Background: an optimization exercise with open tools, aiming at small area, a short achievable clock period and few clock cycles. Do not read the settings as production practice.
RTL that was checked went through simulation tests only; none was proved equivalent to the original.
For run 3, only the layout was checked, not whether the RTL still works.
No activity file was given, so power comes from the tool's default toggle rates.

==> design/flow/design.v <==
`timescale 1ns / 1ps
module SimpleCPU(clk, rst, data_fromRAM, wrEn, addr_toRAM, data_toRAM);
input clk, rst;
input wire [31:0] data_fromRAM;
output wire wrEn;
output wire [9:0] addr_toRAM;
output wire [31:0] data_toRAM;
localparam ADD = 3'd0, NAND = 3'd1, SRL = 3'd2, LT = 3'd3,
           CP  = 3'd4, CPI  = 3'd5, BZJ = 3'd6, MUL = 3'd7;
localparam S_FW  = 3'd0,   
           S_DEC = 3'd1,   
           S_G1  = 3'd2,
           S_G2  = 3'd3,
           S_G3  = 3'd4,
           S_EX  = 3'd5,   
           S_M   = 3'd6,   
           S_BT  = 3'd7;   
reg [2:0]  state;
reg [9:0]  pc;
reg [9:0]  addr;
reg        wr;
reg [2:0]  op;
reg        im;
reg [9:0]  fa;
reg [31:0] r1, r2;
reg [4:0]  cnt;
reg        first, sleft, sodd, sbig;
wire       ltf = sodd;    
wire [31:0] d = data_fromRAM;
assign wrEn       = wr & ~rst;
assign addr_toRAM = addr;
assign data_toRAM = r2;
wire [9:0] pc1 = pc + 10'd1;
reg  [1:0]  xsel;    
reg         xand;    
reg         xneg;
reg  [2:0]  ysel;    
reg         cin;
reg  [31:0] ay;
wire [31:0] m1 = ({32{xsel == 2'd1}} & ({32{~xand}} | r2))
               | ({32{xsel == 2'd3}} & {18'd0, 14'h3fff});
wire [31:0] m2 = {32{xsel == 2'd2}};
wire [31:0] ax = ((d & m1) | ({d[30:0], 1'b0} & m2)) ^ {32{xneg}};
always @(*) begin
	case (ysel)
	3'd1: ay = r2;
	3'd2: ay = {r2[29:0], 2'b00};
	3'd3: ay = {1'b0, r2[31:1]};
	3'd4: ay = {2'b00, r2[31:2]};
	default: ay = 32'd0;
	endcase
end
wire [33:0] asum0 = {1'b0, ax, 1'b1} + {1'b0, ay, cin};
wire [32:0] asum = asum0[33:1];
wire       mwin = sleft;
wire [2:0] bd = mwin ? {r1[17:16] & {2{~first}}, r1[15]} : r1[31:29];
wire booth_zero = (bd == 3'b000) || (bd == 3'b111);
wire booth_two  = (bd == 3'b011) || (bd == 3'b100);
wire booth_neg  = bd[2] && !booth_zero;
function [4:0] srl_cnt(input [5:0] n);
	srl_cnt = {1'b0, n[4:1]} + {4'd0, n[0] & ~n[5]};
endfunction
reg [2:0]  state_n;
reg        wr_n;
reg [4:0]  cnt_n;
reg        first_n, sleft_n, sodd_n, sbig_n;
reg        a_A, a_B, a_pc1, a_pc, a_sum;
reg [9:0]  addr_n;
wire dec_big = |d[13:6];
wire g2_big  = |d[31:6];
wire g2_short = ~|d[31:16];
wire dop_is_mul = (d[31:29] == MUL);
wire [4:0] g2_cnt = g2_big ? 5'd0 : srl_cnt(d[5:0]);
wire is_alu = (op == ADD) || (op == NAND) || (op == LT);
always @(*) begin
	state_n   = state;
	wr_n      = 1'b0;
	cnt_n     = cnt - 5'd1;
	first_n   = first;
	sleft_n   = sleft;
	sodd_n    = sodd;
	sbig_n    = sbig;
	a_A       = 1'b0;
	a_B       = 1'b0;
	a_pc1     = 1'b0;
	a_pc      = 1'b0;
	a_sum     = 1'b0;
	xsel      = 2'd0;
	xneg      = 1'b0;
	xand      = 1'b0;
	ysel      = 3'd1;
	cin       = 1'b0;
	case (state)
	S_FW: state_n = S_DEC;
	S_DEC: begin
		xsel      = 2'd3;
		ysel      = 3'd0;
		first_n   = 1'b1;
		sleft_n   = dop_is_mul | d[5];
		sodd_n    = d[0];
		sbig_n    = dec_big;
		cnt_n     = dop_is_mul ? 5'd8 : (dec_big ? 5'd1 : srl_cnt(d[5:0]) + 5'd1);
		if (wr && addr == pc) begin
			a_pc    = 1'b1;
			state_n = S_FW;
		end else if (d[28] && d[31:29] == CP) begin
			a_pc1   = 1'b1;
			state_n = S_EX;
		end else begin
			a_A     = d[28] && d[31:29] != CPI;
			a_B     = !(d[28] && d[31:29] != CPI);
			state_n = S_G1;
		end
	end
	S_G1: begin
		state_n = S_G2;
		if (im && is_alu && op != LT) begin
			a_pc1   = 1'b1;
			state_n = S_EX;
		end else if (im && op == LT) begin
			state_n = S_EX;
		end else if (im && (op == MUL || op == SRL)) begin
			a_pc1   = (cnt == 5'd1);
			state_n = S_M;
		end else if (op == CP) begin
			a_pc1   = 1'b1;
			state_n = S_EX;
		end else if (op == BZJ && !im) begin
			a_pc1   = 1'b1;
		end else if (op == BZJ) begin
			xsel    = 2'd0;
			ysel    = 3'd1;
			a_sum   = 1'b1;
		end
	end
	S_G2: begin
		state_n = S_EX;
		case (op)
		ADD, NAND, LT: begin
			xsel  = 2'd1;
			ysel  = 3'd0;
			a_pc1 = (op != LT);
		end
		MUL: begin
			sleft_n = g2_short;
			cnt_n   = g2_short ? 5'd8 : 5'd15;
			state_n = S_M;
		end
		SRL: begin
			sleft_n = d[5];
			sodd_n  = d[0];
			sbig_n  = g2_big;
			cnt_n   = g2_cnt;
			a_pc1   = (g2_cnt == 5'd0);
			state_n = S_M;
		end
		CPI: if (im) begin
			xsel  = 2'd1;
			ysel  = 3'd0;
			a_pc1 = 1'b1;
		end else begin
			a_B     = 1'b1;
			state_n = S_G3;
		end
		BZJ: if (im) begin
			xsel    = 2'd1;
			a_sum   = 1'b1;
			state_n = (d[9:0] == 10'd0) ? S_DEC : S_FW;
		end else if (d != 32'd0) begin
			state_n = S_DEC;
		end else begin
			state_n = S_BT;
		end
		default: ;
		endcase
	end
	S_G3: begin
		a_pc1   = 1'b1;
		state_n = S_EX;
	end
	S_EX: begin
		wr_n    = 1'b1;
		state_n = S_DEC;
		case (op)
		ADD: xsel = 2'd1;
		LT: begin
			xsel    = 2'd1;
			xneg    = 1'b1;
			sodd_n  = asum[32];
			wr_n    = 1'b0;
			a_pc1   = 1'b1;
			cnt_n   = 5'd0;
			state_n = S_M;
		end
		NAND: begin
			xsel  = 2'd1;
			xand  = 1'b1;
			xneg  = 1'b1;
			ysel  = 3'd0;
		end
		CP: if (!im) begin
			xsel  = 2'd1;
			ysel  = 3'd0;
		end
		CPI: if (im) a_B = 1'b1; else begin
			xsel  = 2'd1;
			ysel  = 3'd0;
		end
		default: ;
		endcase
	end
	S_M: begin
		first_n = 1'b0;
		if (op == LT) begin
			ysel     = 3'd0;
			cin      = ltf;
		end else if (op == MUL) begin
			xsel     = booth_zero ? 2'd0 : (booth_two ? 2'd2 : 2'd1);
			xneg     = booth_neg;
			cin      = booth_neg;
			ysel     = first ? 3'd0 : 3'd2;
		end else if (sbig) begin
			ysel  = 3'd0;
		end else if (first) begin
			xsel  = (sleft && sodd) ? 2'd2 : 2'd1;
			ysel  = 3'd0;
		end else begin
			ysel   = sleft ? 3'd2 : (sodd ? 3'd3 : 3'd4);
			sodd_n = 1'b0;
		end
		a_pc1 = (cnt == 5'd1);
		if (cnt == 5'd0) begin
			wr_n    = 1'b1;
			state_n = S_DEC;
		end
	end
	S_BT: begin
		first_n = 1'b0;
		if (!first) begin
			a_B     = 1'b1;
			state_n = S_FW;
		end
	end
	endcase
	if (rst) begin
		state_n = S_FW;
		wr_n    = 1'b0;
	end
	addr_n = ({10{a_A}}   & d[23:14])
	       | ({10{a_B}}   & d[9:0])
	       | ({10{a_pc1}} & pc1)
	       | ({10{a_pc}}  & pc)
	       | ({10{a_sum}} & asum[9:0])
	       | ({10{!(a_A || a_B || a_pc1 || a_pc || a_sum)}} & fa);
	if (rst) addr_n = 10'd0;
end
always @(posedge clk) begin
	state <= state_n;
	addr  <= addr_n;
	if (rst || a_pc1 || a_sum || (state == S_BT && !first)) pc <= addr_n;
	wr    <= wr_n;
	cnt   <= cnt_n;
	first <= first_n;
	sleft <= sleft_n;
	sodd  <= sodd_n;
	sbig  <= sbig_n;
	if (state == S_DEC) begin
		op <= d[31:29];
		im <= d[28];
		fa <= d[23:14];
	end
	if (state == S_DEC || state == S_G2) r1 <= d;
	else                                 r1 <= {r1[29:0], 2'b00};
	r2    <= asum[31:0];
end
endmodule
==> design/flow/flow/run.sh <==
#!/bin/bash
# Standard ORFS layout, with repair_timing aiming past the clock period the
# SDC states so that the achieved period gets as short as the design allows,
# and plain buffers on the ports.
set -euo pipefail
export SETUP_SLACK_MARGIN=5.5
export CTS_ARGS="-sink_clustering_enable -repair_clock_nets -dont_use_dummy_load"
export BUFFER_PORTS_ARGS="-buffer_cell sky130_fd_sc_hd__buf_2"
bash standard.sh > standard.log 2>&1
==> design/flow/standard.sh <==
#!/bin/bash
# synth_recipe.tcl (not shown) runs the flow's synth.tcl, then flattens the netlist and writes it again
# the make line also repeats each setting of config.mk as NAME=value (left out here)
make -C /OpenROAD-flow-scripts/flow DESIGN_CONFIG=/design/flow/config.mk WORK_HOME=/design/flow/orfs CLKGATE_MAP_FILE= SYNTH_SCRIPT=/design/flow/synth_recipe.tcl "${@:-finish}"
==> design/flow/config.mk <==
export PLATFORM = sky130hd
export DESIGN_NAME = SimpleCPU
export DESIGN_NICKNAME = SimpleCPU
export VERILOG_FILES = /design/flow/design.v
export SDC_FILE = /design/flow/constraint.sdc
export NUM_CORES = 4
export LEC_CHECK = 0
export CAP_MARGIN = 20
export CORE_MARGIN = 2
export CORE_UTILIZATION = 40
export SLEW_MARGIN = 20
==> design/flow/constraint.sdc <==
create_clock -name core_clock -period 10.0 [get_ports {clk}]
set_input_delay 2.0000 -clock core_clock [delete_from_list [all_inputs] [get_ports {clk}]]
set_output_delay 2.0000 -clock core_clock [all_outputs]
set_load 0.01 [all_outputs]
==> reports/qor.yml, run 1 <==
yosys:
  synth-edff-count: 28
  avgSynthCellArea_um2: 7.63
  synth.most_common_cell: "nand2_1"
  ys.flop_type: "dfxtp_1"
  synth_top_area_share_pct: 20.2
  syn_area_um2: 8210
  synth_fp_nets: 1150
  yosysTopAreaCell: "dfxtp_1"
  synth_area_leaders: "dfxtp_1 (20%), nand2_1 (12%), edfxtp_1 (10%)"
  synth_top_cells_by_count: "nand2_1 (254), o21ai_0 (102), dfxtp_1 (83)"
  yosysUniqueCellTypes: 80
  synth_warnings: 1
  synthCells: 1076
  synth-async-reset-ratio_pct: 0
  ys_ff_latch: 111
  yosysSeqAreaShare_pct: 30.5
placement:
  port-buffer-count: 76
  dp_hpwl_mm: 19.7
  gp_congestion: 0.950
critical_path:
  slowest_stage: "buf_4"
  cp_max_fo: 16
  path_cells: "buf_4, nor2b_1, buf_2"
  max_stage_delay_ps: 190
  reg2reg_from: "first"
  setup.worst_path.end_class: "output port"
  rr_endpoint: "r2[21]"
  critical_path_arrival_ps: 2440
  worstPathRequired_ps: 8000
  reg2reg_setup_slack_ps: 5650
  r2r_cells: 15
  crit_type: "input pin to output port"
  cp-start-kind: "input pin"
sta:
  period_share_pct: 44.4
  setup_tns_ps: 0
  setup_violations: 0
  tightest_slew_ps: 981
  hold_viol_final: 0
  fmax_mhz: 225
  report.final.slew_viol_count: 0
  clock_skew_ps: 24.9
  relSlewSlack_pct: 34.4
  fin_crit_ps: 4440
  rsz0062_at_grt: "true"
global_routing:
  grt_max_degree: 34
  antenna_found_initial: 0
  grt_usage_pct: 25.6
  grt_first_pass_wirelength_mm: 43.9
  grt_pass1_vias: 7786
  grt.overflow.total: 0
status:
  status: "complete, no violations"
pwr:
  power_frac_seq_pct: 37.8
  p_leak_uw: 0.00392
  p_sw_uw: 970
  p_sw_share_pct: 44.2
  power.share.clock_pct: 14.7
  p_comb_share_pct: 47.5
  vdd_drop_max_v: 0.000107
  p_per_area_nw_per_um2: 233
  p_int_uw: 1220
clock_tree:
  cts.sinks: 111
  htreeDepth: 3
  cts_tree: "yes"
  cts_hold_buf: 0
  path_clk_slew_ps: 80
  cts_buffers: 9
  root_buffer: "clkbuf_16"
  worstSkewPairLatency_ps: 370
  cts.path.max_buffers: 2
drt:
  wl_mm: 27.9
  drcViolationCount: 0
  via_per_inst: 5.92
  avgRoutedWirePerCell_um: 19.9
  first_pass_iters: 7
  vias: 8265
  drtIter0Drc: 950
  antenna_left: 0
floorplanning:
  start_util_pct: 40.7
  dieArea_um2: 21700
  ios: 77
  die_x_um: 147
  core-area_um2: 20200
  rows: 52
  die_h_um: 147
hold_path:
  hold_class: "flip-flop to flip-flop"
  min_path_cells: 2
  hold_start: "r1[0]"
  hold-path-endpoint: "r1[2]"
job:
  drv_cap: 0
final_layout:
  final_core_util_pct: 46.7
  fill_cells: 2057
  syn2layout_area_growth_pct: 14.7
  drive_above_1_share_pct: 15.6
  nets: 1203
  diodes: 0
registers in the layout, summed over array words and instances (netlist names), 3 cells and up:
signal and cells:
state 3, addr 10, fa 10, pc 10, r1 32, r2 32, op 3, cnt 5
placed cells by master, fill, tap and decap left out, types with 7 or more instances in the layout:
master | netlist | layout
clkbuf_16 | 0 | 9
a21o_1 | 16 | 16
nor2b_1 | 12 | 11
o21ai_1 | 1 | 9
xor2_1 | 13 | 13
nand3_1 | 30 | 30
buf_2 | 6 | 70
ha_1 | 39 | 34
nand4_1 | 10 | 10
nor3_1 | 18 | 14
a21oi_1 | 63 | 58
nor2_1 | 52 | 48
nand2_1 | 254 | 251
nand2b_1 | 10 | 10
a222oi_1 | 31 | 31
a31oi_1 | 18 | 14
buf_4 | 2 | 23
xnor2_1 | 71 | 70
nor4_1 | 10 | 7
a221oi_1 | 12 | 11
edfxtp_1 | 28 | 28
o21ai_0 | 102 | 92
and3_1 | 7 | 7
inv_1 | 19 | 19
dfxtp_1 | 83 | 81
cell families after synthesis:
kind of cell | after synthesis | synth area share [%]
DFF | 111 | 30.5
and+or+nand+nor | 446 | 25.0
adders and majority gates | 40 | 6.19
buffers and inverters | 83 | 4.16
AOI/OAI and AO/OA | 311 | 25.1
xor gates and xnor gates | 84 | 8.96
muxes | 1 | 0.137
power groups by stage:
stage          combinational, uW  sequential, uW  clock, uW
2_1_floorplan                666             796          0
3_3_place_gp                 946             844          0
3_5_place_dp                 947             841          0
4_1_cts                      974             826        328
5_1_grt                     1160             853        341
6_report                    1040             829        322
cell type report:
| class | instances | area [um2] | share of cell area, % |
|---|---|---|---|
| Tap cell | 270 | 338 | 3.59 |
| Sequential cell | 111 | 2510 | 26.6 |
| Clock buffer | 9 | 225 | 2.39 |
| Multi-Input combinational cell | 882 | 5610 | 59.6 |
| Inverter | 22 | 91.3 | 0.970 |
| Timing Repair Buffer | 103 | 638 | 6.78 |
stage by stage:
step / total power [uW] / setup slack (ps) / area [um2] / hold slack [ps] / instances
2_1_floorplan: 1460 / 5500 / 8210 / 399 / 1076
3_3_place_gp: 1790 / 4840 / 8780 / 402 / 1372
3_5_place_dp: 1790 / 4630 / 8780 / 406 / 1372
4_1_cts: 2130 / 5430 / 9130 / 414 / 1389
5_1_grt: 2350 / 5430 / 9410 / 427 / 1397
6_report: 2190 / 5560 / 9410 / 407 / 1397
per-layer routing:
layer / vias up / part of all wire, % / GRT usage (%)
met1: 3897 / 45 / 34.8
met2: 323 / 45 / 40.6
li1: 4006 / - / -
met4: 0 / 2.7 / 9.62
met3: 39 / 6.8 / 4.75
met5: - / 0 / 0
critical path, delay by kind of cell:
family	cells	cell delay (ps)
buffers and inverters	2	320
and+or+nand+nor	1	110
worst max path at each step:
stage	start	endpoint	slack (ps)
2_1_floorplan	data_fromRAM[4]	r2[21]	5500
3_3_place_gp	state[2]	r2[28]	4840
3_5_place_dp	state[2]	r2[18]	4630
4_1_cts	data_fromRAM[4]	r2[21]	5430
5_1_grt	data_fromRAM[4]	r2[21]	5430
6_report	rst	wrEn	5560
repair_timing:
action | CTS | global route
cloned | 0 | 0
setup endpoints to repair | 44 | 46
gates resized for setup | 15 | 54
buffers inserted | 8 | 8
pin swaps | 0 | 13
hold endpoints to repair | 0 | 0
Testbench counts, summed over its fixed seeds: cycles 204,733.
==> run 2, diff against run 1 <==
--- a/design/flow/design.v
+++ b/design/flow/design.v
@@ -25,6 +25,7 @@
 reg [31:0] r1, r2;
 reg [4:0]  cnt;
 reg        first, sleft, sodd, sbig;
+reg        rs;            
 wire       ltf = sodd;    
 wire [31:0] d = data_fromRAM;
 assign wrEn       = wr & ~rst;
@@ -242,7 +243,8 @@
 		end
 	end
 	endcase
-	if (rst) begin
+	if (rst) wr_n = 1'b0;
+	if (rs) begin
 		state_n = S_FW;
 		wr_n    = 1'b0;
 	end
@@ -252,12 +254,13 @@
 	       | ({10{a_pc}}  & pc)
 	       | ({10{a_sum}} & asum[9:0])
 	       | ({10{!(a_A || a_B || a_pc1 || a_pc || a_sum)}} & fa);
-	if (rst) addr_n = 10'd0;
+	if (rs) addr_n = 10'd0;
 end
 always @(posedge clk) begin
 	state <= state_n;
 	addr  <= addr_n;
-	if (rst || a_pc1 || a_sum || (state == S_BT && !first)) pc <= addr_n;
+	if (rs || a_pc1 || a_sum || (state == S_BT && !first)) pc <= addr_n;
+	rs    <= rst;
 	wr    <= wr_n;
 	cnt   <= cnt_n;
 	first <= first_n;
==> run 2 against run 1 <==
Global-route usage decreased by 1.7 points. Utilization rose by 0.38 points. Clock skew is essentially flat. Still clean on timing, DRC and antenna. Largest cell class unchanged. Synthesized cell count is 12% lower. Count of clock-buffer cells in the layout unchanged. Critical path depth increased by 11. Register-to-register slack improved by 60 ps. Maximum frequency about the same. Sequential power decreased by 4.1%.
==> reports/qor.yml, run 2 <==
global_routing:
  grt.overflow.total: 0  # unchanged
  antenna_found_initial: 0  # unchanged
  grt_first_pass_wirelength_mm: 41.0  # was 43.9 mm
  grt_usage_pct: 23.9  # was 25.6%
  grt_pass1_vias: 7184  # was 7786
  grt_max_degree: 39  # was 34
sta:
  relSlewSlack_pct: 34.5  # was 34.4%
  setup_tns_ps: 0  # unchanged
  fin_ws_ps: 5570  # was 5560 ps
  report.final.slew_viol_count: 0  # unchanged
  tightest_slew_ps: 983  # was 981 ps
  hold_viol_final: 0  # unchanged
  rsz0062_at_grt: "true"  # unchanged
  fmax_mhz: 225  # about the same
  fin_crit_ps: 4430  # was 4440 ps
  period_share_pct: 44.3  # was 44.4%
  clock_skew_ps: 25.2  # was 24.9 ps
  setup_violations: 0  # unchanged
yosys:
  synthCells: 952  # was 1076
  synth.most_common_cell: "nor2_1"  # was nand2_1
  yosys.area_share.simple_pct: 16.1  # was 25.0%
  synth_top_cells_by_count: "nor2_1 (87), dfxtp_1 (84), a21oi_1 (80)"  # was nand2_1 (254), o21ai_0 (102), dfxtp_1 (83)
  ys_ff_latch: 112  # was 111
  synth_warnings: 1  # unchanged
  synth_top_area_share_pct: 20.6  # was 20.2%
  synth_top_family_by_area: "compound AO/OA/AOI/OAI gates"  # unchanged
  synth-xor-area-share_pct: 9.34  # was 8.96%
  synth_mux_area_share_pct: 7.82  # was 0.137%
  synth-async-reset-ratio_pct: 0  # unchanged
  yosysSeqAreaShare_pct: 30.9  # was 30.5%
  syn_area_um2: 8160  # was 8210 um2
  synth_fp_nets: 1026  # was 1150
  synth_area_leaders: "dfxtp_1 (21%), edfxtp_1 (10%), xnor2_1 (6.9%)"  # was dfxtp_1 (20%), nand2_1 (12%), edfxtp_1 (10%)
  synth-edff-count: 28  # unchanged
  synth_compound_area_share_pct: 26.0  # was 25.1%
  ys.flop_type: "dfxtp_1"  # unchanged
  yosysUniqueCellTypes: 67  # was 80
  yosysTopAreaCell: "dfxtp_1"  # unchanged
  synthAdderAreaFrac_pct: 6.23  # was 6.19%
  avgSynthCellArea_um2: 8.57  # was 7.63 um2
placement:
  dp_hpwl_mm: 18.6  # was 19.7 mm
  pre_cts_slack_ps: 4680  # was 4630 ps
  placed_area_um2: 8790  # was 8780 um2
  port-buffer-count: 76  # unchanged
  gp_congestion: 0.958  # was 0.950
  place_inst: 1251  # was 1372
drt:
  first_pass_iters: 7  # unchanged
  via_per_inst: 6.14  # was 5.92
  antenna_left: 0  # unchanged
  avgRoutedWirePerCell_um: 20.6  # was 19.9 um
  vias: 7885  # was 8265
  wl_mm: 26.5  # was 27.9 mm
  drcViolationCount: 0  # unchanged
  drtIter0Drc: 699  # was 950
final_layout:
  syn2layout_area_growth_pct: 15.9  # was 14.7%
  multiInputGateArea_um2: 5590  # was 5610 um2
  diodes: 0  # unchanged
  drive_above_1_share_pct: 20.3  # was 15.6%
  nets: 1091  # was 1203
  final_cells: 1285  # was 1397
  seq_area_um2: 2530  # was 2510 um2
  final_common_cell: "dfxtp_1"  # was nand2_1
  fill_cells: 1976  # was 2057
  final_cell_area_um2: 9460  # was 9410 um2
  reg_top3: "r1 x32, r2 x32"  # unchanged
  final_cell_mix: "dfxtp_1 (82), nor2_1 (81), nand2_1 (77)"  # was nand2_1 (251), o21ai_0 (92), dfxtp_1 (81)
clock_tree:
  cts.path.max_buffers: 2  # unchanged
  root_buffer: "clkbuf_16"  # unchanged
  cts_buffers: 9  # unchanged
  cts.sinks: 112  # was 111
  htreeDepth: 3  # unchanged
  cts_tree: "yes"  # unchanged
  worstSkewPairLatency_ps: 360  # was 370 ps
  cts_hold_buf: 0  # unchanged
  path_clk_slew_ps: 70  # was 80 ps
critical_path:
  worstPathRequired_ps: 10240  # was 8000 ps
  setup.worst_path.end_class: "flip-flop"  # was output port
  slowest_stage: "or3_1"  # was buf_4
  max_stage_delay_ps: 370  # was 190 ps
  path_cells: "buf_4, o21a_1, a22oi_2, xnor2_1, ha_1, and2_4, a221o_1, a21oi_2, o21ai_2, a31oi_4, o41ai_4, a31oi_4, nor4b_1, or3_1"  # was buf_4, nor2b_1, buf_2
  cp_max_fo: 6  # was 16
  cp-start-kind: "input pin"  # unchanged
  critical_path_arrival_ps: 4670  # was 2440 ps
  critical_path.most_common_cell: "a31oi_4"
  crit_type: "input pin to flip-flop"  # was input pin to output port
floorplanning:
  die_x_um: 147  # about the same
  dieArea_um2: 21600  # was 21700 um2
  ios: 77  # unchanged
  core-area_um2: 20100  # was 20200 um2
  rows: 52  # unchanged
  start_util_pct: 40.6  # was 40.7%
  die_h_um: 147  # about the same
pwr:
  p_leak_uw: 0.00405  # was 0.00392 uW
  p_int_uw: 1190  # was 1220 uW
  p_sw_uw: 831  # was 970 uW
  p_comb_share_pct: 45.0  # was 47.5%
  p_per_area_nw_per_um2: 214  # was 233 nW/um2
  power.share.clock_pct: 15.6  # was 14.7%
  p_sw_share_pct: 41.1  # was 44.2%
  power_frac_seq_pct: 39.3  # was 37.8%
  vdd_drop_max_v: 0.0000806  # was 0.000107 V
status:
  status: "complete, no violations"  # unchanged
hold_path:
  hold_class: "flip-flop to flip-flop"  # unchanged
job:
  drv_cap: 0  # unchanged
## run 2: layer usage
metal | global-route usage, % | wire length, um | vias up
met4 | 10.1 | 879 | 0
met1 | 34.1 | 11900 | 3794
met5 | 0 | 0 | -
met3 | 2.30 | 1780 | 57
li1 | - | - | 3689
met2 | 37.1 | 11900 | 345
## run 2: kinds of logic (layout without fill, tap and decap cells)
group,count (synthesis),count (layout)
AO/OA/AOI/OAI,296,296
adder cells (fa/ha/maj),40,40
AND/OR/NAND/NOR,279,279
buffers and inverters,78,141
XOR/XNOR,87,87
flip-flops,112,112
multiplexers,60,60
## run 2: worst max-delay path: cells and delay by family
family	cells	cell delay, ps
AO/OA/AOI/OAI	8	1470
XOR/XNOR	1	100
adder cells (fa/ha/maj)	1	340
buffers and inverters	1	150
AND/OR/NAND/NOR	3	600
## run 2: metrics by stage
step	util, %	hold WS [ps]	total power (uW)
finish	47.0	452	2020
global route	47.0	465	2140
CTS	45.7	456	1970
detailed placement	43.7	440	1640
global placement	43.7	436	1640
floorplan	-	433	1350
## run 2: what timing repair did
action / CTS / global route
setup endpoints to repair: 39 / 37
gates cloned: 0 / 1
endpoints found under the hold margin: 0 / 0
gates resized for setup: 19 / 41
pin swaps: 6 / 26
buffers inserted: 10 / 14
## run 2: layout make-up
class                   instances  area share, %
repair buffers                115           7.57
well taps                     270           3.57
clock buffers                   9           2.38
multi-input cells             762           59.1
inverters                      17          0.675
flip-flops and latches        112           26.7
## run 2: path summary, 6_finish.rpt
path	start	end	slack [ps]	cells after the start
worst max-delay path	data_fromRAM[7]	r2[27]	5570	14
worst min-delay path	r1[28]	r1[30]	450	1
worst max register to register	state[0]	r2[27]	5710	16
worst min register to register	r1[28]	r1[30]	450	1
## run 2: power groups by stage
| stage | registers, uW | logic [uW] | clock network [uW] |
|---|---|---|---|
| 3_5_place_dp | 803 | 835 | 0 |
| 6_report | 795 | 910 | 316 |
| 5_1_grt | 814 | 993 | 334 |
| 4_1_cts | 794 | 854 | 320 |
| 2_1_floorplan | 760 | 595 | 0 |
| 3_3_place_gp | 804 | 833 | 0 |
Testbench counts of run 2, summed over its fixed seeds: cycles 205,053.
==> run 3, diff against run 2 <==
--- a/design/flow/design.v
+++ b/design/flow/design.v
@@ -26,7 +26,7 @@
 reg [4:0]  cnt;
 reg        first, sleft, sodd, sbig;
 reg        rs;            
-wire       ltf = sodd;    
+reg        ltf;           
 wire [31:0] d = data_fromRAM;
 assign wrEn       = wr & ~rst;
 assign addr_toRAM = addr;
@@ -187,7 +187,6 @@
 		LT: begin
 			xsel    = 2'd1;
 			xneg    = 1'b1;
-			sodd_n  = asum[32];
 			wr_n    = 1'b0;
 			a_pc1   = 1'b1;
 			cnt_n   = 5'd0;
@@ -266,6 +265,7 @@
 	first <= first_n;
 	sleft <= sleft_n;
 	sodd  <= sodd_n;
+	ltf   <= asum[32];
 	sbig  <= sbig_n;
 	if (state == S_DEC) begin
 		op <= d[31:29];
==> run 3 against run 2 <==
Global-route usage is 1.3 points higher. Critical path depth fell by 1. Maximum frequency decreased by 0.49%. Cell area increased by 6.5%. Power is 18% higher. Clock power rose by 53%. Worst hold slack worse by 6.2 ps. Setup slack lost 22 ps. Sequential cell count rose by 1. Count of clock-buffer cells in the layout up 8. Non-clock buffer count rose by 19. Critical path type unchanged. Highest routed layer unchanged.
==> reports/qor.yml, run 3 <==
critical_path:
  crit_type: "input pin to flip-flop"  # unchanged
  reg2reg_setup_slack_ps: 5610  # was 5710 ps
  critical_path_arrival_ps: 4600  # was 4670 ps
  cp-start-kind: "input pin"  # unchanged
  r2r_cells: 21  # was 16
  setup.worst_path.end_class: "flip-flop"  # unchanged
  cp_max_fo: 6  # unchanged
  worstPathRequired_ps: 10140  # was 10240 ps
  reg2reg_from: "op[2]"  # was state[0]
  crit_start: "data_fromRAM[1]"  # was data_fromRAM[7]
  rr_endpoint: "r2[29]"  # was r2[27]
clock_tree:
  root_buffer: "clkbuf_16"  # unchanged
  cts.path.max_buffers: 2  # unchanged
  path_clk_slew_ps: 60  # was 70 ps
  htreeDepth: 4  # was 3
  cts_buffers: 17  # was 9
  cts_hold_buf: 0  # unchanged
  worstSkewPairLatency_ps: 420  # was 360 ps
  cts.sinks: 113  # was 112
  cts_tree: "yes"  # unchanged
global_routing:
  grt_usage_pct: 25.2  # was 23.9%
  antenna_found_initial: 0  # unchanged
  grt_max_degree: 40  # was 39
  grt_first_pass_wirelength_mm: 43.5  # was 41.0 mm
  grt.overflow.total: 0  # unchanged
  grt_pass1_vias: 7680  # was 7184
pwr:
  power_frac_seq_pct: 34.7  # was 39.3%
  p_comb_share_pct: 45.1  # was 45.0%
  p_leak_uw: 0.00401  # was 0.00405 uW
  p_int_uw: 1410  # was 1190 uW
  fin_total_pwr_uw: 2390  # was 2020 uW
  p_sw_share_pct: 40.9  # was 41.1%
  vdd_drop_max_v: 0.000129  # was 0.0000806 V
  p_per_area_nw_per_um2: 237  # was 214 nW/um2
  power.share.clock_pct: 20.2  # was 15.6%
  p_sw_uw: 979  # was 831 uW
drt:
  via_per_inst: 5.99  # was 6.14
  avgRoutedWirePerCell_um: 20.2  # was 20.6 um
  antenna_left: 0  # unchanged
  vias: 8210  # was 7885
  wl_mm: 27.7  # was 26.5 mm
  first_pass_iters: 6  # was 7
  drcViolationCount: 0  # unchanged
  drtIter0Drc: 993  # was 699
final_layout:
  fill_cells: 1970  # was 1976
  nets: 1177  # was 1091
  final_common_cell: "nand2_1"  # was dfxtp_1
  reg_top3: "r1 x32, r2 x32"  # unchanged
  final_core_util_pct: 49.6  # was 47.0%
  drive_above_1_share_pct: 24.5  # was 20.3%
  final_cell_mix: "nand2_1 (106), dfxtp_1 (82), o21ai_0 (81)"  # was dfxtp_1 (82), nor2_1 (81), nand2_1 (77)
  final_cells: 1371  # was 1285
  syn2layout_area_growth_pct: 21.6  # was 15.9%
  diodes: 0  # unchanged
floorplanning:
  start_util_pct: 40.8  # was 40.6%
  ios: 77  # unchanged
  rows: 52  # unchanged
  die_x_um: 148  # was 147 um
  dieArea_um2: 21900  # was 21600 um2
  core-area_um2: 20300  # was 20100 um2
  die_h_um: 148  # was 147 um
yosys:
  synth_warnings: 1  # unchanged
  yosysUniqueCellTypes: 76  # was 67
  synth.most_common_cell: "nand2_1"  # was nor2_1
  synth_area_leaders: "dfxtp_1 (21%), edfxtp_1 (10%), xnor2_1 (7.6%)"  # was dfxtp_1 (21%), edfxtp_1 (10%), xnor2_1 (6.9%)
  synthCells: 1000  # was 952
  synth_top_area_share_pct: 20.5  # was 20.6%
  synth_top_cells_by_count: "nand2_1 (107), o21ai_0 (99), dfxtp_1 (85)"  # was nor2_1 (87), dfxtp_1 (84), a21oi_1 (80)
  yosysSeqAreaShare_pct: 30.7  # was 30.9%
  avgSynthCellArea_um2: 8.28  # was 8.57 um2
  ys_ff_latch: 113  # was 112
  yosysTopAreaCell: "dfxtp_1"  # unchanged
  synth_fp_nets: 1074  # was 1026
  ys.flop_type: "dfxtp_1"  # unchanged
  syn_area_um2: 8280  # was 8160 um2
  synth-async-reset-ratio_pct: 0  # unchanged
  synth-edff-count: 28  # unchanged
sta:
  hold_viol_final: 0  # unchanged
  relSlewSlack_pct: 26.6  # was 34.5%
  fin_crit_ps: 4460  # was 4430 ps
  fin_ws_ps: 5540  # was 5570 ps
  tightest_slew_ps: 1100  # was 983 ps
  report.final.slew_viol_count: 0  # unchanged
  setup_tns_ps: 0  # unchanged
  clock_skew_ps: 21.6  # was 25.2 ps
  period_share_pct: 44.6  # was 44.3%
  setup_violations: 0  # unchanged
  fmax_mhz: 224  # was 225 MHz
  rsz0062_at_grt: "true"  # unchanged
placement:
  dp_hpwl_mm: 19.0  # was 18.6 mm
  gp_congestion: 0.920  # was 0.958
  place_inst: 1302  # was 1251
  port-buffer-count: 76  # unchanged
  pre_cts_slack_ps: 4520  # was 4680 ps
hold_path:
  hold_class: "flip-flop to flip-flop"  # unchanged
  min_path_cells: 1  # unchanged
  hold_start: "r1[10]"  # was r1[28]
  hold-path-endpoint: "r1[12]"  # was r1[30]
job:
  drv_cap: 0  # unchanged
status:
  status: "complete, no violations"  # unchanged
## run 3: cell count changes in the layout (fill, tap and decap cells not counted), moves of 19 or more
cell     change
o21ai_1     +51
a22oi_1     +20
o21ai_0     +50
o211a_1     -20
nand2_1     +29
nor2_1      -19
a221o_1     -28
a21oi_1     -25
## run 3: per-layer routing
layer	track usage, %	vias up	routed length (um)
li1	-	3867	-
met1	35.5	3912	12500
met2	39.8	372	12500
met3	3.98	59	1910
met4	8.14	0	784
met5	0	-	0
## run 3: area by class of cell
class                      count  area, um2  area share (%)
multi-input combinational    814       5720            56.8
timing repair buffer         134        947            9.40
inverter                      23       88.8           0.882
sequential                   113       2550            25.3
clock buffer                  17        425            4.22
tap                          270        338            3.35
## run 3: metrics by stage
stage                     hold slack [ps]  area [um2]
after detailed placement              441        8830
after floorplan                       401        8280
after global routing                  463       10100
after global placement                438        8830
final                                 446       10100
after CTS                             445        9640
## run 3: critical path, cell delays in order
cell and delay (ps):
buf_4 150, o21ai_0 90, o21ai_1 170, xnor2_1 90, ha_1 270, nor2_1 190
nor4b_2 450, o21ai_2 160, nor2_1 210, o21bai_2 110, xor2_2 190, a221oi_1 350
a21oi_1 150
## run 3: worst max path at each step
stage	endpoint	slack (ps)	depth (start not counted)
global route	ltf	5420	19
global placement	ltf	4620	19
CTS	ltf	5460	19
finish	pc[8]	5540	13
detailed placement	ltf	4520	19
floorplan	r2[31]	5460	14
## run 3: cell families (layout without fill, tap and decap cells)
logic type      Yosys count  in the layout  share of synthesized area (%)
compound gates          340            340                           25.6
simple gates            288            288                           16.8
flops                   113            113                           30.7
xor+xnor                 88             88                           9.31
buf+inv                  73            174                           3.94
mux                      58             58                           7.45
fa+ha+maj                40             40                           6.13
## run 3: what timing repair did
item,CTS,global route
resized for setup,46,66
gates cloned,1,1
setup buffers,25,24
endpoints found under the setup margin,47,36
pin swaps,15,28
## run 3: power groups by stage
stage	Clock [uW]	Sequential [uW]	Combinational [uW]
floorplan	0	779	686
global placement	0	840	927
detailed placement	0	838	930
CTS	490	823	997
global route	510	848	1180
finish	483	830	1080
==> run 4, diff against run 3 <==
--- a/design/flow/design.v
+++ b/design/flow/design.v
@@ -26,7 +26,7 @@
 reg [4:0]  cnt;
 reg        first, sleft, sodd, sbig;
 reg        rs;            
-reg        ltf;           
+wire       ltf = sodd;    
 wire [31:0] d = data_fromRAM;
 assign wrEn       = wr & ~rst;
 assign addr_toRAM = addr;
@@ -187,6 +187,7 @@
 		LT: begin
 			xsel    = 2'd1;
 			xneg    = 1'b1;
+			sodd_n  = asum[32];
 			wr_n    = 1'b0;
 			a_pc1   = 1'b1;
 			cnt_n   = 5'd0;
@@ -265,7 +266,6 @@
 	first <= first_n;
 	sleft <= sleft_n;
 	sodd  <= sodd_n;
-	ltf   <= asum[32];
 	sbig  <= sbig_n;
 	if (state == S_DEC) begin
 		op <= d[31:29];
--- a/design/flow/config.mk
+++ b/design/flow/config.mk
@@ -7,5 +7,6 @@
 export LEC_CHECK = 0
 export CAP_MARGIN = 20
 export CORE_MARGIN = 2
-export CORE_UTILIZATION = 40
+export CORE_UTILIZATION = 50
+export GPL_TIMING_DRIVEN = 1
 export SLEW_MARGIN = 20
==> run 4 against run 3 <==
Global-route usage up 3.8 points. Largest power group unchanged. Largest cell class unchanged. Sequential share of layout area is 1.3 points higher. Worst hold slack better by 7.7 ps. Area after synthesis shrank 1.5%. Critical path depth increased by 1. First-iteration DRC count down 19%. Cell area shrank 5.9%. Sequential cell count fell by 1. Maximum frequency decreased by 0.77%. Still clean on timing, DRC and antenna.
==> reports/qor.yml, run 4 <==
status:
  status: "complete, no violations"  # unchanged
clock_tree:
  htreeDepth: 3  # was 4
  cts_buffers: 9  # was 17
  worstSkewPairLatency_ps: 370  # was 420 ps
  cts.sinks: 112  # was 113
  cts_hold_buf: 0  # unchanged
  cts.path.max_buffers: 2  # unchanged
  cts_tree: "yes"  # unchanged
  root_buffer: "clkbuf_16"  # unchanged
  path_clk_slew_ps: 70  # was 60 ps
yosys:
  syn_area_um2: 8160  # was 8280 um2
  synth-edff-count: 28  # unchanged
  synth_top_cells_by_count: "nor2_1 (87), dfxtp_1 (84), a21oi_1 (80)"  # was nand2_1 (107), o21ai_0 (99), dfxtp_1 (85)
  avgSynthCellArea_um2: 8.57  # was 8.28 um2
  synth-async-reset-ratio_pct: 0  # unchanged
  synth_compound_area_share_pct: 26.0  # was 25.6%
  yosys.area_share.simple_pct: 16.1  # was 16.8%
  synth_area_leaders: "dfxtp_1 (21%), edfxtp_1 (10%), xnor2_1 (6.9%)"  # was dfxtp_1 (21%), edfxtp_1 (10%), xnor2_1 (7.6%)
  synth_top_area_share_pct: 20.6  # was 20.5%
  synthAdderAreaFrac_pct: 6.23  # was 6.13%
  synth_top_family_by_area: "compound AO/OA/AOI/OAI gates"  # unchanged
  synth_fp_nets: 1026  # was 1074
  yosysUniqueCellTypes: 67  # was 76
  ys_ff_latch: 112  # was 113
  synth_warnings: 1  # unchanged
  yosysSeqAreaShare_pct: 30.9  # was 30.7%
  ys.flop_type: "dfxtp_1"  # unchanged
  synth.most_common_cell: "nor2_1"  # was nand2_1
  synthCells: 952  # was 1000
  synth-xor-area-share_pct: 9.34  # was 9.31%
  synth_mux_area_share_pct: 7.82  # was 7.45%
  yosysTopAreaCell: "dfxtp_1"  # unchanged
floorplanning:
  die_h_um: 132  # was 148 um
  ios: 77  # unchanged
  die_x_um: 132  # was 148 um
  dieArea_um2: 17400  # was 21900 um2
  rows: 46  # was 52
  core-area_um2: 15900  # was 20300 um2
  start_util_pct: 51.2  # was 40.8%
final_layout:
  syn2layout_area_growth_pct: 16.2  # was 21.6%
  reg_top3: "r1 x32, r2 x32"  # unchanged
  drive_above_1_share_pct: 21.4  # was 24.5%
  nets: 1098  # was 1177
  diodes: 0  # unchanged
  final_cell_mix: "nor2_1 (81), dfxtp_1 (81), nand2_1 (77)"  # was nand2_1 (106), dfxtp_1 (82), o21ai_0 (81)
  final_cells: 1238  # was 1371
  fill_cells: 1456  # was 1970
critical_path:
  setup.worst_path.end_class: "flip-flop"  # unchanged
  critical_path_arrival_ps: 4730  # was 4600 ps
  cp_max_fo: 4  # was 6
  reg2reg_from: "op[2]"  # unchanged
  crit_type: "input pin to flip-flop"  # unchanged
  rr_endpoint: "r2[27]"  # was r2[29]
  reg2reg_setup_slack_ps: 5600  # was 5610 ps
  r2r_cells: 18  # was 21
  cp-start-kind: "input pin"  # unchanged
  worstPathRequired_ps: 10240  # was 10140 ps
sta:
  clock_skew_ps: 23.9  # was 21.6 ps
  setup_violations: 0  # unchanged
  period_share_pct: 44.9  # was 44.6%
  hold_viol_final: 0  # unchanged
  relSlewSlack_pct: 35.0  # was 26.6%
  setup_tns_ps: 0  # unchanged
  report.final.slew_viol_count: 0  # unchanged
  rsz0062_at_grt: "true"  # unchanged
  tightest_slew_ps: 975  # was 1100 ps
  fmax_mhz: 223  # was 224 MHz
  fin_crit_ps: 4490  # was 4460 ps
hold_path:
  hold_class: "flip-flop to flip-flop"  # unchanged
  hold_start: "r1[27]"  # was r1[10]
  hold-path-endpoint: "r1[29]"  # was r1[12]
  min_path_cells: 1  # unchanged
global_routing:
  grt_pass1_vias: 7492  # was 7680
  grt_max_degree: 39  # was 40
  grt_usage_pct: 29.0  # was 25.2%
  grt_first_pass_wirelength_mm: 40.6  # was 43.5 mm
  antenna_found_initial: 0  # unchanged
  grt.overflow.total: 0  # unchanged
pwr:
  vdd_drop_max_v: 0.000110  # was 0.000129 V
  p_per_area_nw_per_um2: 217  # was 237 nW/um2
  p_leak_uw: 0.00408  # was 0.00401 uW
placement:
  place_inst: 1195  # was 1302
  port-buffer-count: 76  # unchanged
  dp_hpwl_mm: 18.8  # was 19.0 mm
  gp_congestion: 0.892  # was 0.920
job:
  drv_cap: 0  # unchanged
drt:
  first_pass_iters: 7  # was 6
  drcViolationCount: 0  # unchanged
  avgRoutedWirePerCell_um: 21.2  # was 20.2 um
  drtIter0Drc: 801  # was 993
  vias: 7877  # was 8210
  wl_mm: 26.3  # was 27.7 mm
  antenna_left: 0  # unchanged
  via_per_inst: 6.36  # was 5.99
-- run 4: kinds of logic (layout without fill, tap and decap cells) --
logic type,after synthesis,count (layout)
compound gates,296,296
simple gates,279,279
flops,112,112
xor+xnor,87,87
buf+inv,78,148
mux,60,60
fa+ha+maj,40,40
-- run 4: area by class of cell --
class	instances	area (um2)	area share, %
Clock buffer	9	225	2.37
Inverter	17	63.8	0.673
Sequential cell	112	2530	26.7
Tap cell	216	270	2.85
Timing Repair Buffer	122	776	8.18
Multi-Input combinational cell	762	5620	59.3
-- run 4: how the worst max path moves through the flow --
stage,start,to,slack (ps),depth (start not counted)
floorplan,data_fromRAM[3],r2[27],5350,14
global placement,state[2],r2[27],4330,16
detailed placement,state[2],r2[27],4270,16
CTS,data_fromRAM[6],r2[27],5490,14
global route,op[1],r2[27],5370,17
finish,data_fromRAM[7],r2[27],5510,14
-- run 4: timing repair --
item	CTS	global route
resized for setup	29	45
buffers inserted	17	17
endpoints found under the setup margin	47	36
pin swaps	16	39
-- run 4: per-stage QoR --
| step | utilization (%) | power (uW) | setup WS (ps) | hold WS, ps | instance area [um2] |
|---|---|---|---|---|---|
| floorplan | - | 1350 | 5350 | 433 | 8200 |
| global placement | 54.6 | 1620 | 4330 | 434 | 8710 |
| detailed placement | 54.6 | 1630 | 4270 | 442 | 8710 |
| CTS | 57.5 | 1990 | 5490 | 460 | 9170 |
| global route | 59.5 | 2170 | 5370 | 477 | 9480 |
| finish | 59.5 | 2060 | 5510 | 453 | 9480 |
-- run 4: worst max-delay path, cell delays in order --
cell     delay [ps]
buf_12          110
o21a_1          100
a22oi_2         130
xnor2_1         100
ha_1            370
and2_4          180
a221o_1         370
a21oi_2         160
o21ai_2         110
a31oi_4         280
o41ai_4         110
a31oi_2         260
nor4b_2          80
or3_1           350
-- run 4: power breakdown --
group / switching [uW] / internal [uW] / total [uW]
registers: 176 / 620 / 796
clock network: 161 / 160 / 321
logic: 510 / 428 / 938
total: 847 / 1210 / 2060
-- run 4: metal layers --
layer | track usage (%) | up-vias | wire length [um]
li1 | - | 3717 | -
met1 | 38.8 | 3809 | 11400
met2 | 50.2 | 316 | 12800
met3 | 2.85 | 35 | 1620
met4 | 7.97 | 0 | 450
met5 | 0 | - | 0
Testbench counts of run 4, summed over its fixed seeds: cycles 205,053.
==> run 5, diff against run 4 <==
==> design/flow/flow/run.sh (replaced) <==
#!/bin/bash
# Standard ORFS layout, with repair_timing aiming past the clock period the
# SDC states so that the achieved period gets as short as the design allows,
# and plain buffers on the ports.
set -euo pipefail
export SETUP_SLACK_MARGIN=5.6
export CTS_ARGS="-sink_clustering_enable -repair_clock_nets -dont_use_dummy_load -sink_clustering_size 12 -sink_clustering_max_diameter 40 -buf_list sky130_fd_sc_hd__clkbuf_8"
export BUFFER_PORTS_ARGS="-buffer_cell sky130_fd_sc_hd__buf_2"
bash standard.sh > standard.log 2>&1
--- a/design/flow/config.mk
+++ b/design/flow/config.mk
@@ -7,6 +7,5 @@
 export LEC_CHECK = 0
 export CAP_MARGIN = 20
 export CORE_MARGIN = 2
-export CORE_UTILIZATION = 50
-export GPL_TIMING_DRIVEN = 1
+export CORE_UTILIZATION = 40
 export SLEW_MARGIN = 20
==> run 5 against run 4 <==
Still clean on timing, DRC and antenna. Cell area rose by 3.9%. Critical path depth is 1 lower. Register-to-register slack gained 110 ps. Global-route usage down 4.2 points. Clock power decreased by 28%. Via count is 3.4% higher. Count of clock-buffer cells in the layout is the same. Final cell count grew 6.5%. Area after synthesis did not move. Maximum frequency is 1.5% higher. Clock skew is 13 ps higher. Wire length rose by 5.6%. Critical path type unchanged. Critical endpoint is now sodd.
==> reports/qor.yml, run 5 <==
yosys:
  synth.most_common_cell: "nor2_1"  # unchanged
  ys.flop_type: "dfxtp_1"  # unchanged
  synth_warnings: 1  # unchanged
  yosysTopAreaCell: "dfxtp_1"  # unchanged
  yosysUniqueCellTypes: 67  # unchanged
  synthCells: 952  # unchanged
  synth_top_cells_by_count: "nor2_1 (87), dfxtp_1 (84), a21oi_1 (80)"  # unchanged
  synth-edff-count: 28  # unchanged
  synth_fp_nets: 1026  # unchanged
  synth-async-reset-ratio_pct: 0  # unchanged
  syn_area_um2: 8160  # unchanged
  synth_top_area_share_pct: 20.6  # unchanged
  synth_area_leaders: "dfxtp_1 (21%), edfxtp_1 (10%), xnor2_1 (6.9%)"  # unchanged
  yosysSeqAreaShare_pct: 30.9  # unchanged
  avgSynthCellArea_um2: 8.57  # unchanged
  ys_ff_latch: 112  # unchanged
final_layout:
  diodes: 0  # unchanged
  drive_above_1_share_pct: 25.2  # was 21.4%
  reg_top3: "r1 x32, r2 x32"  # unchanged
  fill_cells: 1949  # was 1456
  final_cell_area_um2: 9850  # was 9480 um2
  final_cell_mix: "dfxtp_1 (81), nor2_1 (79), nand2_1 (76)"  # was nor2_1 (81), dfxtp_1 (81), nand2_1 (77)
  syn2layout_area_growth_pct: 20.7  # was 16.2%
  nets: 1125  # was 1098
  final_common_cell: "dfxtp_1"
drt:
  wl_mm: 27.7  # was 26.3 mm
  drcViolationCount: 0  # unchanged
  avgRoutedWirePerCell_um: 21.0  # was 21.2 um
  via_per_inst: 6.18  # was 6.36
  drtIter0Drc: 710  # was 801
  vias: 8148  # was 7877
  first_pass_iters: 7  # unchanged
  antenna_left: 0  # unchanged
sta:
  fin_crit_ps: 4420  # was 4490 ps
  setup_tns_ps: 0  # unchanged
  tightest_slew_ps: 988  # was 975 ps
  fin_ws_ps: 5580  # was 5510 ps
  hold_viol_final: 0  # unchanged
  fmax_mhz: 226  # was 223 MHz
  clock_skew_ps: 37.2  # was 23.9 ps
  relSlewSlack_pct: 33.9  # was 35.0%
  report.final.slew_viol_count: 0  # unchanged
  rsz0062_at_grt: "true"  # unchanged
  setup_violations: 0  # unchanged
  period_share_pct: 44.2  # was 44.9%
global_routing:
  antenna_found_initial: 0  # unchanged
  grt_usage_pct: 24.8  # was 29.0%
  grt_pass1_vias: 7490  # was 7492
  grt.overflow.total: 0  # unchanged
  grt_max_degree: 39  # unchanged
  grt_first_pass_wirelength_mm: 42.5  # was 40.6 mm
clock_tree:
  cts.path.max_buffers: 2  # unchanged
  path_clk_slew_ps: 110  # was 70 ps
  cts.sinks: 112  # unchanged
  cts_buffers: 9  # unchanged
  worstSkewPairLatency_ps: 400  # was 370 ps
  htreeDepth: 3  # unchanged
  root_buffer: "clkbuf_8"  # was clkbuf_16
  cts_tree: "yes"  # unchanged
floorplanning:
  dieArea_um2: 21600  # was 17400 um2
  core-area_um2: 20100  # was 15900 um2
  rows: 52  # was 46
  ios: 77  # unchanged
  die_x_um: 147  # was 132 um
  die_h_um: 147  # was 132 um
  start_util_pct: 40.6  # was 51.2%
placement:
  pre_cts_slack_ps: 4740  # was 4270 ps
  gp_congestion: 0.951  # was 0.892
  placed_area_um2: 8810  # was 8710 um2
  dp_hpwl_mm: 18.9  # was 18.8 mm
  port-buffer-count: 76  # unchanged
hold_path:
  hold_start: "r1[21]"  # was r1[27]
  hold_class: "flip-flop to flip-flop"  # unchanged
critical_path:
  crit_type: "input pin to flip-flop"  # unchanged
  reg2reg_from: "state[2]"  # was op[2]
  critical_path_arrival_ps: 4560  # was 4730 ps
  setup.worst_path.end_class: "flip-flop"  # unchanged
  cp-start-kind: "input pin"  # unchanged
  cp_max_fo: 5  # was 4
  crit_start: "data_fromRAM[7]"  # unchanged
  worstPathRequired_ps: 10130  # was 10240 ps
status:
  status: "complete, no violations"  # unchanged
pwr:
  vdd_drop_max_v: 0.0000994  # was 0.000110 V
  p_leak_uw: 0.00421  # was 0.00408 uW
  p_per_area_nw_per_um2: 204  # was 217 nW/um2
job:
  drv_cap: 0  # unchanged
run 5: worst paths after layout:
| kind | end | slack (ps) | cells after the start |
|---|---|---|---|
| worst max-delay path | sodd | 5580 | 13 |
| worst min-delay path | r1[23] | 450 | 1 |
| worst max register to register | sodd | 5710 | 15 |
| worst min register to register | r1[23] | 450 | 1 |
run 5: where the power goes:
part	switching [uW]	total [uW]	internal, uW
logic	524	976	451
clock network	149	231	81.6
registers	182	802	619
run 5: metrics by stage:
step	hold WS (ps)	utilization, %	cells	power [uW]
floorplan	433	-	952	1360
global placement	435	43.8	1248	1650
detailed placement	443	43.8	1248	1650
CTS	457	46.7	1298	1920
global route	479	49.0	1319	2130
finish	455	49.0	1319	2010
run 5: cell families after synthesis:
kind of cell,share of synthesized area [%]
compound gates,26.0
xor+xnor,9.34
fa+ha+maj,6.23
buf+inv,3.60
flops,30.9
mux,7.82
simple gates,16.1
run 5: area by class of cell:
class,count,area [um2],share of cell area (%)
inverters,17,68.8,0.699
clock buffers,9,124,1.26
repair buffers,148,1030,10.5
flip-flops and latches,112,2530,25.7
multi-input cells,763,5750,58.4
well taps,270,338,3.43
run 5: layer usage:
layer	global-route usage [%]	part of all wire (%)	vias up
li1	-	-	3763
met1	34.5	44	3921
met2	38.4	44	410
met3	4.44	8.7	54
met4	9.56	3.3	0
met5	0	0	-
run 5: repair_timing:
item | CTS | global route
gates resized for setup | 42 | 71
buffers inserted | 41 | 20
pin swaps | 22 | 47
cloned | 0 | 1
setup endpoints to repair | 46 | 34
hold buffers | 0 | 0
hold endpoints to repair | 0 | 0
run 5: worst max-delay path: stages:
cell     delay (ps)
buf_12          110
o21a_1          100
a22oi_2         150
xnor2_1         170
ha_1            310
and2_4          180
a221o_1         380
a22oi_2         270
o221a_4         250
o31a_1          180
o21a_2          180
o211a_1         200
o22ai_1          80
==> run 6, diff against run 5 <==
==> design/flow/flow/run.sh (replaced) <==
#!/bin/bash
# Standard ORFS layout, with repair_timing aiming past the clock period the
# SDC states so that the achieved period gets as short as the design allows,
# and plain buffers on the ports.
set -euo pipefail
export SETUP_SLACK_MARGIN=5.5
export CTS_ARGS="-sink_clustering_enable -repair_clock_nets -dont_use_dummy_load -sink_clustering_size 12 -sink_clustering_max_diameter 40 -buf_list sky130_fd_sc_hd__clkbuf_8"
export BUFFER_PORTS_ARGS="-buffer_cell sky130_fd_sc_hd__buf_2"
bash standard.sh > standard.log 2>&1
==> run 6 against run 5 <==
Die area stayed put. Area after synthesis stayed put. Wire length is 4.8% lower. Sequential cell count stayed put. Still clean on timing, DRC and antenna. Largest cell class unchanged. Register-to-register slack worse by 30 ps. Critical endpoint is now r2[27]. Maximum frequency is 0.93% lower.
==> reports/qor.yml, run 6 <==
yosys:
  synth_top_area_share_pct: 20.6  # unchanged
  syn_area_um2: 8160  # unchanged
  synth-edff-count: 28  # unchanged
  synth-async-reset-ratio_pct: 0  # unchanged
  ys_ff_latch: 112  # unchanged
  avgSynthCellArea_um2: 8.57  # unchanged
  yosysTopAreaCell: "dfxtp_1"  # unchanged
  yosysSeqAreaShare_pct: 30.9  # unchanged
  synth_area_leaders: "dfxtp_1 (21%), edfxtp_1 (10%), xnor2_1 (6.9%)"  # unchanged
  synthCells: 952  # unchanged
  synth_warnings: 1  # unchanged
  yosysUniqueCellTypes: 67  # unchanged
  synth_fp_nets: 1026  # unchanged
  synth.most_common_cell: "nor2_1"  # unchanged
  ys.flop_type: "dfxtp_1"  # unchanged
  synth_top_cells_by_count: "nor2_1 (87), dfxtp_1 (84), a21oi_1 (80)"  # unchanged
sta:
  relSlewSlack_pct: 34.1  # was 33.9%
  rsz0062_at_grt: "true"  # unchanged
  setup_violations: 0  # unchanged
  setup_tns_ps: 0  # unchanged
  fin_crit_ps: 4470  # was 4420 ps
  fin_ws_ps: 5530  # was 5580 ps
  tightest_slew_ps: 989  # was 988 ps
  hold_viol_final: 0  # unchanged
  period_share_pct: 44.7  # was 44.2%
  report.final.slew_viol_count: 0  # unchanged
  hold_slack_ps: 453  # was 455 ps
  fmax_mhz: 224  # was 226 MHz
  clock_skew_ps: 40.5  # was 37.2 ps
floorplanning:
  start_util_pct: 40.6  # unchanged
  ios: 77  # unchanged
  die_h_um: 147  # unchanged
  dieArea_um2: 21600  # unchanged
  rows: 52  # unchanged
  die_x_um: 147  # unchanged
  core-area_um2: 20100  # unchanged
global_routing:
  antenna_found_initial: 0  # unchanged
  grt_usage_pct: 23.9  # was 24.8%
  grt_max_degree: 39  # unchanged
  grt_first_pass_wirelength_mm: 40.8  # was 42.5 mm
  grt_pass1_vias: 7140  # was 7490
  grt.overflow.total: 0  # unchanged
critical_path:
  setup.worst_path.end_class: "flip-flop"  # unchanged
  path_buf_inv: 1  # unchanged
  critical-path-top-delay-family: "compound AO/OA/AOI/OAI gates"  # unchanged
  max_stage_delay_ps: 370  # was 380 ps
  slowest_stage: "or3_1"  # was a221o_1
  cp-start-kind: "input pin"  # unchanged
  crit_type: "input pin to flip-flop"  # unchanged
  path_cells: "clkbuf_4, o21a_1, a22oi_2, xnor2_1, ha_1, and2_1, a221o_1, a21oi_2, o21ai_2, a31oi_4, o41ai_4, a31oi_4, nor4b_1, or3_1"  # was buf_12, o21a_1, a22oi_2, xnor2_1, ha_1, and2_4, a221o_1, a22oi_2, o221a_4, o31a_1, o21a_2, o211a_1, o22ai_1
  cp_max_fo: 6  # was 5
  critical_path_arrival_ps: 4740  # was 4560 ps
  worstPathRequired_ps: 10270  # was 10130 ps
  critical_path.most_common_cell: "a31oi_4"  # was a22oi_2
final_layout:
  nets: 1089  # was 1125
  seq_area_um2: 2530  # unchanged
  syn2layout_area_growth_pct: 14.0  # was 20.7%
  fill_cells: 1982  # was 1949
  final_cell_mix: "nor2_1 (83), dfxtp_1 (81), nand2_1 (77)"  # was dfxtp_1 (81), nor2_1 (79), nand2_1 (76)
  final_cells: 1283  # was 1319
  multiInputGateArea_um2: 5550  # was 5750 um2
  diodes: 0  # unchanged
  drive_above_1_share_pct: 19.6  # was 25.2%
  reg_top3: "r1 x32, r2 x32"  # unchanged
  final_common_cell: "nor2_1"  # was dfxtp_1
drt:
  vias: 7859  # was 8148
  antenna_left: 0  # unchanged
  drcViolationCount: 0  # unchanged
  first_pass_iters: 6  # was 7
  drtIter0Drc: 714  # was 710
  via_per_inst: 6.13  # was 6.18
  avgRoutedWirePerCell_um: 20.6  # was 21.0 um
  wl_mm: 26.4  # was 27.7 mm
placement:
  pre_cts_slack_ps: 4680  # was 4740 ps
  place_inst: 1251  # was 1248
  dp_hpwl_mm: 18.6  # was 18.9 mm
  port-buffer-count: 76  # unchanged
  gp_congestion: 0.958  # was 0.951
clock_tree:
  cts_buffers: 9  # unchanged
  cts.path.max_buffers: 2  # unchanged
  cts_tree: "yes"  # unchanged
  worstSkewPairLatency_ps: 400  # about the same
  cts.sinks: 112  # unchanged
  path_clk_slew_ps: 100  # was 110 ps
  htreeDepth: 3  # unchanged
  root_buffer: "clkbuf_8"  # unchanged
pwr:
  p_per_area_nw_per_um2: 206  # was 204 nW/um2
  vdd_drop_max_v: 0.0000779  # was 0.0000994 V
  p_leak_uw: 0.00398  # was 0.00421 uW
hold_path:
  hold_class: "flip-flop to flip-flop"  # unchanged
job:
  drv_cap: 0  # unchanged
status:
  status: "complete, no violations"  # unchanged
[run 6: cell counts after synthesis]
No cell type changed its count.
[run 6: cell families (layout without fill, tap and decap cells)]
family                   Yosys count  count (layout)  synth area share, %
AO/OA/AOI/OAI                    296             296                 26.0
XOR/XNOR                          87              87                 9.34
adder cells (fa/ha/maj)           40              40                 6.23
buffers and inverters             78             139                 3.60
flip-flops                       112             112                 30.9
multiplexers                      60              60                 7.82
AND/OR/NAND/NOR                  279             279                 16.1
[run 6: repair_timing]
item                       4_1_cts  5_1_grt
setup endpoints to repair       30       22
cloned                           0        1
gates resized for setup         16       35
hold buffers                     0        0
buffers inserted                 7       15
pin swaps                        3       21
[run 6: layout make-up]
type | count | share of cell area, %
Multi-Input combinational cell | 762 | 59.7
Sequential cell | 112 | 27.2
Timing Repair Buffer | 113 | 7.46
Tap cell | 270 | 3.63
Clock buffer | 9 | 1.33
Inverter | 17 | 0.686
[run 6: power breakdown]
group	switching, uW	leakage, uW	internal [uW]
combinational	494	0.00295	403
clock	145	0.0000647	81.5
sequential	176	0.000968	619
total	815	0.00398	1100
[run 6: metrics by stage]
stage	util, %	total power [uW]	area [um2]
CTS	45.0	1880	9050
global route	46.3	2040	9300
finish	46.3	1920	9300
detailed placement	43.7	1640	8790
global placement	43.7	1640	8790
floorplan	-	1350	8200
[run 6: metal layers]
| metal | wire, um | global-route usage, % | up-vias |
|---|---|---|---|
| met3 | 1700 | 2.86 | 51 |
| met1 | 12100 | 34.2 | 3777 |
| met2 | 11800 | 36.9 | 343 |
| met5 | 0 | 0 | - |
| met4 | 750 | 8.83 | 0 |
| li1 | - | - | 3688 |
[run 6: final timing paths]
check             startpoint  endpoint  slack (ps)  cells after the start
max          data_fromRAM[7]    r2[27]        5530                     14
min                   r1[28]    r1[30]         450                      1
max reg2reg            sleft    r2[27]        5680                     17
min reg2reg           r1[28]    r1[30]         450                      1
==> run 7, diff against run 6 <==
==> design/flow/flow/run.sh (replaced) <==
#!/bin/bash
# Standard ORFS layout, with repair_timing aiming past the clock period the
# SDC states so that the achieved period gets as short as the design allows,
# and plain buffers on the ports.
set -euo pipefail
export SETUP_SLACK_MARGIN=5.55
export CTS_ARGS="-sink_clustering_enable -repair_clock_nets -dont_use_dummy_load -sink_clustering_size 12 -sink_clustering_max_diameter 40 -buf_list sky130_fd_sc_hd__clkbuf_8"
export BUFFER_PORTS_ARGS="-buffer_cell sky130_fd_sc_hd__buf_2"
bash standard.sh > standard.log 2>&1
==> run 7 against run 6 <==
Still clean on timing, DRC and antenna. Global-route usage increased by 0.46 points. Count of clock-buffer cells in the layout unchanged. Non-clock buffer count increased by 7. Sequential power about the same. Area after synthesis unchanged. Critical path depth unchanged. Critical endpoint is now sodd. Highest routed layer unchanged.
==> reports/qor.yml, run 7 <==
drt:
  drtIter0Drc: 691  # was 714
  first_pass_iters: 7  # was 6
  drcViolationCount: 0  # unchanged
  via_per_inst: 6.08  # was 6.13
  wl_mm: 26.7  # was 26.4 mm
  avgRoutedWirePerCell_um: 20.7  # was 20.6 um
  antenna_left: 0  # unchanged
  vias: 7852  # was 7859
critical_path:
  cp-start-kind: "input pin"  # unchanged
  max_stage_delay_ps: 340  # was 370 ps
  critical_path_arrival_ps: 4660  # was 4740 ps
  path_cells: "buf_12, inv_4, nor2_1, a22oi_1, xnor2_1, ha_1, nand2_1, a211o_1, a21o_1, o221a_4, o31a_1, o21a_2, o211a_1, o22ai_1"  # was clkbuf_4, o21a_1, a22oi_2, xnor2_1, ha_1, and2_1, a221o_1, a21oi_2, o21ai_2, a31oi_4, o41ai_4, a31oi_4, nor4b_1, or3_1
  critical-path-top-delay-family: "compound AO/OA/AOI/OAI gates"  # unchanged
  reg2reg_setup_slack_ps: 5690  # was 5680 ps
  cp_max_fo: 5  # was 6
  slowest_stage: "ha_1"  # was or3_1
  worstPathRequired_ps: 10230  # was 10270 ps
  path_buf_inv: 2  # was 1
  crit_type: "input pin to flip-flop"  # unchanged
  setup.worst_path.end_class: "flip-flop"  # unchanged
pwr:
  power_frac_seq_pct: 40.7  # was 41.4%
  p_sw_uw: 830  # was 815 uW
  p_leak_uw: 0.00404  # was 0.00398 uW
  fin_total_pwr_uw: 1950  # was 1920 uW
  power.share.clock_pct: 11.8  # about the same
  p_comb_share_pct: 47.5  # was 46.7%
  p_int_uw: 1120  # was 1100 uW
  p_sw_share_pct: 42.5  # about the same
  p_per_area_nw_per_um2: 207  # was 206 nW/um2
  vdd_drop_max_v: 0.0000782  # was 0.0000779 V
floorplanning:
  core-area_um2: 20100  # unchanged
  rows: 52  # unchanged
  ios: 77  # unchanged
  start_util_pct: 40.6  # unchanged
  dieArea_um2: 21600  # unchanged
  die_h_um: 147  # unchanged
  die_x_um: 147  # unchanged
yosys:
  synth_warnings: 1  # unchanged
  synth-edff-count: 28  # unchanged
  synth_top_area_share_pct: 20.6  # unchanged
  yosysTopAreaCell: "dfxtp_1"  # unchanged
  synth.most_common_cell: "nor2_1"  # unchanged
  synthCells: 952  # unchanged
  synth_top_cells_by_count: "nor2_1 (87), dfxtp_1 (84), a21oi_1 (80)"  # unchanged
  synth-async-reset-ratio_pct: 0  # unchanged
  syn_area_um2: 8160  # unchanged
  yosysUniqueCellTypes: 67  # unchanged
  ys_ff_latch: 112  # unchanged
  synth_area_leaders: "dfxtp_1 (21%), edfxtp_1 (10%), xnor2_1 (6.9%)"  # unchanged
  synth_fp_nets: 1026  # unchanged
  ys.flop_type: "dfxtp_1"  # unchanged
  avgSynthCellArea_um2: 8.57  # unchanged
  yosysSeqAreaShare_pct: 30.9  # unchanged
sta:
  report.final.slew_viol_count: 0  # unchanged
  tightest_slew_ps: 1010  # was 989 ps
  hold_slack_ps: 461  # was 453 ps
  rsz0062_at_grt: "true"  # unchanged
  setup_tns_ps: 0  # unchanged
  fmax_mhz: 226  # was 224 MHz
  fin_crit_ps: 4430  # was 4470 ps
  period_share_pct: 44.3  # was 44.7%
  hold_viol_final: 0  # unchanged
  clock_skew_ps: 43.3  # was 40.5 ps
  relSlewSlack_pct: 32.7  # was 34.1%
  setup_violations: 0  # unchanged
global_routing:
  grt_max_degree: 39  # unchanged
  grt_first_pass_wirelength_mm: 41.3  # was 40.8 mm
  grt.overflow.total: 0  # unchanged
  antenna_found_initial: 0  # unchanged
  grt_usage_pct: 24.3  # was 23.9%
  grt_pass1_vias: 7166  # was 7140
status:
  status: "complete, no violations"  # unchanged
clock_tree:
  cts_buffers: 9  # unchanged
  root_buffer: "clkbuf_8"  # unchanged
  cts_tree: "yes"  # unchanged
  cts_hold_buf: 0  # unchanged
  htreeDepth: 3  # unchanged
  cts.sinks: 112  # unchanged
  cts.path.max_buffers: 2  # unchanged
  path_clk_slew_ps: 90  # was 100 ps
  worstSkewPairLatency_ps: 400  # about the same
placement:
  port-buffer-count: 76  # unchanged
  dp_hpwl_mm: 18.3  # was 18.6 mm
  gp_congestion: 0.918  # was 0.958
  placed_area_um2: 8800  # was 8790 um2
final_layout:
  syn2layout_area_growth_pct: 15.8  # was 14.0%
  drive_above_1_share_pct: 20.8  # was 19.6%
  reg_top3: "r1 x32, r2 x32"  # unchanged
  final_cell_mix: "nor2_1 (82), dfxtp_1 (81), nand2_1 (77)"  # was nor2_1 (83), dfxtp_1 (81), nand2_1 (77)
  final_common_cell: "nor2_1"  # unchanged
  diodes: 0  # unchanged
  final_cell_area_um2: 9440  # was 9300 um2
  final_core_util_pct: 47.0  # was 46.3%
  nets: 1097  # was 1089
job:
  drv_cap: 0  # unchanged
hold_path:
  hold_class: "flip-flop to flip-flop"  # unchanged
-- run 7: layout make-up --
cell class | count | area (um2)
multi-input cells | 763 | 5630
fillers | 1985 | 10700
inverters | 17 | 66.3
well taps | 270 | 338
clock buffers | 9 | 124
repair buffers | 120 | 762
flip-flops and latches | 112 | 2530
-- run 7: worst register-to-register path, stage by stage (launching register included) --
cell,delay (ps)
edfxtp_1,510
nand2b_1,360
or3_1,380
buf_4,270
nor2_1,140
nor2_1,60
a22oi_1,170
xnor2_1,100
ha_1,340
nand2_1,70
a211o_1,310
a21o_1,210
o221a_4,280
o31a_1,320
o21a_2,260
o211a_1,230
o22ai_1,170
-- run 7: power groups by stage --
stage                     registers, uW  clock network (uW)  logic (uW)
after CTS                           792                 236         861
after global placement              809                   0         827
after floorplan                     760                   0         598
after detailed placement            807                   0         830
final                               796                 230         929
after global routing                816                 252        1010
-- run 7: path summary, 6_finish.rpt --
kind | startpoint | to | cells past startpoint
worst min-delay path | r1[28] | r1[30] | 1
worst max register to register | op[1] | sodd | 16
worst max-delay path | data_fromRAM[1] | sodd | 14
worst min register to register | r1[28] | r1[30] | 1
-- run 7: routing by layer --
metal | track usage, % | share of wire [%]
met5 | 0 | 0
met2 | 38.6 | 46
met3 | 3.35 | 6.9
met4 | 8.20 | 2.2
met1 | 34.1 | 45
-- run 7: kinds of logic (layout without fill, tap and decap cells) --
kind of cell,after synthesis,after routing,share of synthesized area (%)
xor+xnor,87,87,9.34
buf+inv,78,146,3.60
fa+ha+maj,40,40,6.23
mux,60,60,7.82
simple gates,279,280,16.1
flops,112,112,30.9
compound gates,296,296,26.0
-- run 7: repair_timing --
| action | CTS | global route |
|---|---|---|
| endpoints found under the setup margin | 46 | 36 |
| buffers inserted | 13 | 19 |
| pin swaps | 10 | 40 |
| resized for setup | 22 | 44 |
| gates cloned | 0 | 1 |
-- run 7: per-stage QoR --
stage,setup slack (ps),std cells
2_1_floorplan,5380,952
3_3_place_gp,4640,1249
3_5_place_dp,4690,1249
4_1_cts,5550,1271
5_1_grt,5480,1291
6_report,5570,1291
